Background: an optimization exercise with open tools, aiming at small area. Do not read the settings as production practice. In this exercise RTL edits were held to simulation tests only and were not proved equivalent to the original. The clock port is modelled as an ideal driver; clocking choices that lean on that would not hold on a real chip.

==> job 1097: inputs <==
Design vga_ycbcr, start of the top module:
module vga_ycbcr
	(
	input           clk,
	input           reset_n,
	input  [23:0]   i_rgb,
	output [11:0]   o_hcount,
	output [11:0]   o_vcount,
	output [7:0]    o_y,
	output [7:0]    o_cb,
	output [7:0]    o_cr,
	output          o_hs,
	output          o_vs,
	output          o_de
	);
wire vga_hs, vga_vs, vga_de;
vga_ctl U_VGA(
	.pix_clk(clk),
	.reset_n(reset_n),
	.hcount(o_hcount),
	.vcount(o_vcount),
	.VGA_HS(vga_hs),
	.VGA_VS(vga_vs),
	.VGA_DE(vga_de)
	);
rgb_to_ycbcr U_YCBCR(
	.clk(clk),
	.i_rgb(i_rgb),
	.i_h_sync(vga_hs),
	.i_v_sync(vga_vs),
	.i_data_en(vga_de),
	.o_y_8b(o_y),
	.o_cb_8b(o_cb),
	.o_cr_8b(o_cr),
	.o_h_sync(o_hs),
	.o_v_sync(o_vs),
	.o_data_en(o_de)
	);
endmodule
export LEC_CHECK = 0
export CAP_MARGIN = 20
export CORE_MARGIN = 2
export CORE_UTILIZATION = 40
export CTS_BUF_LIST = sky130_fd_sc_hd__clkbuf_8 sky130_fd_sc_hd__clkbuf_4
export CTS_CLUSTER_DIAMETER = 60
export CTS_CLUSTER_SIZE = 20
export SLEW_MARGIN = 20
create_clock -name core_clock -period 10.0 [get_ports {clk}]
run.sh (not shown) runs the stock make flow with config.mk's settings and CLKGATE_MAP_FILE= SYNTH_SCRIPT=/design/flow/synth_recipe.tcl, a recipe that flattens the netlist after the stock synthesis.
==> job 4685: changes against job 1097 <==
CTS_BUF_LIST = sky130_fd_sc_hd__clkbuf_8   (was sky130_fd_sc_hd__clkbuf_8 sky130_fd_sc_hd__clkbuf_4)
CTS_CLUSTER_DIAMETER = 100   (was 60)
CTS_CLUSTER_SIZE = 30   (was 20)
==> results.txt <==
In non-clock buffer count, job 4685 and job 1097 do not differ. In cell count, job 1097 and job 4685 do not differ. Wire length is about the same in job 1097 and job 4685. In job 4685 the clock-buffer cell count is lower than in job 1097, by 3.


==> job 851: inputs <==
vga_ycbcr, a different RTL version from the one above (not shown whole).
export LEC_CHECK = 0
export CAP_MARGIN = 20
export CORE_MARGIN = 2
export CORE_UTILIZATION = 65
export SLEW_MARGIN = 20
export SYNTH_HIERARCHICAL = 1
create_clock -name core_clock -period 10.0 [get_ports {clk}]
standard.sh (not shown) runs the stock make flow with config.mk's settings and CLKGATE_MAP_FILE= SYNTH_SCRIPT=/design/flow/synth_recipe.tcl, a recipe that flattens the netlist after the stock synthesis.
==> flow/flow/run.sh <==
#!/bin/bash
# Layout flow: the standard synthesis, a netlist clean-up (flow/fixinv.py:
# same logic function, same registers) that removes inverters around full
# adders and gives combinational cells their smallest drive strength, then
# the standard ORFS flow with the ports buffered by the smallest buffer and a
# clock tree without dummy loads whose slow leaf buffers are strengthened
# (flow/post_cts.tcl).
set -euo pipefail
R=orfs/results/${FLOW_PLATFORM}/vga_ycbcr/base
LIB=$FLOW_HOME/platforms/${FLOW_PLATFORM}/lib/sky130_fd_sc_hd__tt_025C_1v80.lib

bash standard.sh synth > synth.log 2>&1

cp $R/1_2_yosys.v yosys_netlist.v
python3 flow/fixinv.py yosys_netlist.v $R/1_2_yosys.v $LIB > fixinv.log 2>&1
rm -f $R/1_synth.odb $R/1_synth.sdc

export BUFFER_PORTS_ARGS="-buffer_cell sky130_fd_sc_hd__buf_1"
export CTS_ARGS="-sink_clustering_enable -repair_clock_nets -dont_use_dummy_load -buf_list sky130_fd_sc_hd__clkbuf_4 -root_buf sky130_fd_sc_hd__clkbuf_8"
export POST_CTS_TCL=$PWD/flow/post_cts.tcl
bash standard.sh finish > layout.log 2>&1
==> flow/flow/post_cts.tcl <==
set_propagated_clock [all_clocks]
# After clock tree synthesis: a clock buffer whose flip-flop clock pins see a
# slew over 115 ps (estimated from placement) is replaced by the next
# stronger clkbuf, and the placement legalized again.
proc upsize_slow_clock_buffers { limit } {
  estimate_parasitics -placement
  set bufs {}
  foreach pin [get_pins -hierarchical */CLK] {
    if { [get_property $pin slew_max] <= $limit } { continue }
    set net [get_nets -of_objects $pin]
    foreach drv [get_pins -of_objects $net -filter "direction==output"] {
      set inst [get_cells -of_objects $drv]
      dict set bufs [get_full_name $inst] [get_property $inst ref_name]
    }
  }
  set n 0
  dict for {name ref} $bufs {
    set next [dict get {sky130_fd_sc_hd__clkbuf_1 sky130_fd_sc_hd__clkbuf_2 sky130_fd_sc_hd__clkbuf_2 sky130_fd_sc_hd__clkbuf_4 sky130_fd_sc_hd__clkbuf_4 sky130_fd_sc_hd__clkbuf_8 sky130_fd_sc_hd__clkbuf_8 sky130_fd_sc_hd__clkbuf_16 sky130_fd_sc_hd__clkbuf_16 sky130_fd_sc_hd__clkbuf_16} $ref]
    if { $next ne $ref } {
      replace_cell [get_cells $name] $next
      incr n
    }
  }
  return $n
}
for {set i 0} {$i < 3} {incr i} {
  set n [upsize_slow_clock_buffers 0.115]
  puts "upsized $n clock buffers"
  if { $n == 0 } { break }
  detailed_placement
}
estimate_parasitics -placement
Other scripts of this flow, unchanged in this note and not shown: flow/flow/fixinv.py
==> job 2874 (differences from job 851) <==
--- a/flow/flow/run.sh
+++ b/flow/flow/run.sh
@@ -4,5 +4,5 @@
 # adders and gives combinational cells their smallest drive strength, then
 # the standard ORFS flow with the ports buffered by the smallest buffer and a
-# clock tree without dummy loads whose slow leaf buffers are strengthened
+# clock tree without dummy loads whose leaf buffers are sized to the slew
 # (flow/post_cts.tcl).
 set -euo pipefail
@@ -17,5 +17,5 @@
 
 export BUFFER_PORTS_ARGS="-buffer_cell sky130_fd_sc_hd__buf_1"
-export CTS_ARGS="-sink_clustering_enable -repair_clock_nets -dont_use_dummy_load -buf_list sky130_fd_sc_hd__clkbuf_4 -root_buf sky130_fd_sc_hd__clkbuf_8"
+export CTS_ARGS="-sink_clustering_enable -repair_clock_nets -dont_use_dummy_load -buf_list sky130_fd_sc_hd__clkbuf_4 -root_buf sky130_fd_sc_hd__clkbuf_4"
 export POST_CTS_TCL=$PWD/flow/post_cts.tcl
 bash standard.sh finish > layout.log 2>&1
==> flow/flow/post_cts.tcl (replaced) <==
set_propagated_clock [all_clocks]
# After clock tree synthesis: every clock buffer that drives flip-flops
# starts at clkbuf_2; one whose flip-flop clock pins see a slew over 115 ps
# (estimated from placement) is replaced by the next stronger clkbuf, and
# the placement legalized again.
set ::clkbuf_next {sky130_fd_sc_hd__clkbuf_1 sky130_fd_sc_hd__clkbuf_2 sky130_fd_sc_hd__clkbuf_2 sky130_fd_sc_hd__clkbuf_4 sky130_fd_sc_hd__clkbuf_4 sky130_fd_sc_hd__clkbuf_8 sky130_fd_sc_hd__clkbuf_8 sky130_fd_sc_hd__clkbuf_16 sky130_fd_sc_hd__clkbuf_16 sky130_fd_sc_hd__clkbuf_16}
proc leaf_clock_buffers { } {
  set bufs {}
  foreach pin [get_pins -hierarchical */CLK] {
    set net [get_nets -of_objects $pin]
    foreach drv [get_pins -of_objects $net -filter "direction==output"] {
      set inst [get_cells -of_objects $drv]
      if { [string match "sky130_fd_sc_hd__clkbuf_*" [get_property $inst ref_name]] } {
        dict set bufs [get_full_name $inst] 1
      }
    }
  }
  return [dict keys $bufs]
}
proc upsize_slow_clock_buffers { limit } {

  estimate_parasitics -placement
  set bufs {}
  foreach pin [get_pins -hierarchical */CLK] {
    if { [get_property $pin slew_max] <= $limit } { continue }
    set net [get_nets -of_objects $pin]
    foreach drv [get_pins -of_objects $net -filter "direction==output"] {
      set inst [get_cells -of_objects $drv]
      dict set bufs [get_full_name $inst] [get_property $inst ref_name]
    }
  }
  set n 0
  dict for {name ref} $bufs {
    if { ![dict exists $::clkbuf_next $ref] } { continue }
    set next [dict get $::clkbuf_next $ref]
    if { $next ne $ref } {
      replace_cell [get_cells $name] $next
      incr n
    }
  }
  return $n
}
foreach name [leaf_clock_buffers] {
  replace_cell [get_cells $name] sky130_fd_sc_hd__clkbuf_2
}
for {set i 0} {$i < 4} {incr i} {
  set n [upsize_slow_clock_buffers 0.115]
  puts "upsized $n clock buffers"
  if { $n == 0 } { break }
}
detailed_placement
estimate_parasitics -placement
==> impl_metrics.tcl <==
set metrics [dict create \
    status "no timing/DRC/antenna violations" \
    ir_worst_vdd_v 0.000265 \
    multi_input_area_share 0.483 \
    grt_pass1_wl_um 17700 \
    fillers 654 \
    routed_wl_um 10600 \
    p_int_uw 1290 \
    seqAreaFraction 0.415 \
    power.switching_uw 801 \
    wl_met2_um 5210 \
    p_clk_frac 0.108 \
    tightest_slew_ns 0.861 \
    fmax_ghz 0.117 \
    power_uw 2090 \
    p_comb_frac 0.557 \
]
-- figures above: job 2874

==> impl_metrics.tcl <==
set metrics [dict create \
    status "no timing/DRC/antenna violations" \
    wl_met2_um 5190 \
    fmax_ghz 0.117 \
    crit_path_start "U_YCBCR.gg[0]" \
    power.leakage_uw 0.00287 \
    power_uw 2110 \
    multi_input_area_share 0.481 \
    p_int_uw 1310 \
    tightest_slew_ns 0.857 \
    p_clk_frac 0.114 \
    start_util 0.663 \
    routed_wl_um 10600 \
    seqAreaFraction 0.414 \
    grt_pass1_wl_um 17700 \
    power.switching_uw 801 \
    post-route-util 0.720 \
    ir_worst_vdd_v 0.000266 \
    p_comb_frac 0.553 \
]
-- figures above: job 851

-- separate check: timing with driven ports --
No port has a modelled driver above. Below, the same layouts with a new extraction and two added sets of constraints. Step 1 (the two cells are an assumption about what drives the block):
set clk [get_ports {clk}]
set_driving_cell -lib_cell sky130_fd_sc_hd__clkbuf_16 $clk
set_driving_cell -lib_cell sky130_fd_sc_hd__buf_2 [delete_from_list [all_inputs] $clk]
Step 2 adds t to the input delays and takes it off the output delays; t is the mean of the earliest and latest rising clock arrival at the registers after step 1. Input paths then give back, and output paths get back, about the clock's delay inside the block. a / b / c = ideal ports / drivers / drivers and shift; a / b = the first two.
run | t (ns) | setup WS [ns] | worst register clock-pin slew, ns | cell pins on the clock port's net
job 1097 | 0.477 | 2.557 / 2.557 / 2.557 | 0.08 / 0.08 | 1
job 4685 | 0.475 | 2.557 / 2.557 / 2.557 | 0.08 / 0.08 | 1
job 851 | 0.416 | 1.438 / 1.438 / 1.438 | 0.10 / 0.10 | 1
job 2874 | 0.512 | 1.434 / 1.434 / 1.434 | 0.11 / 0.11 | 1
After both steps every run listed still meets setup and hold.
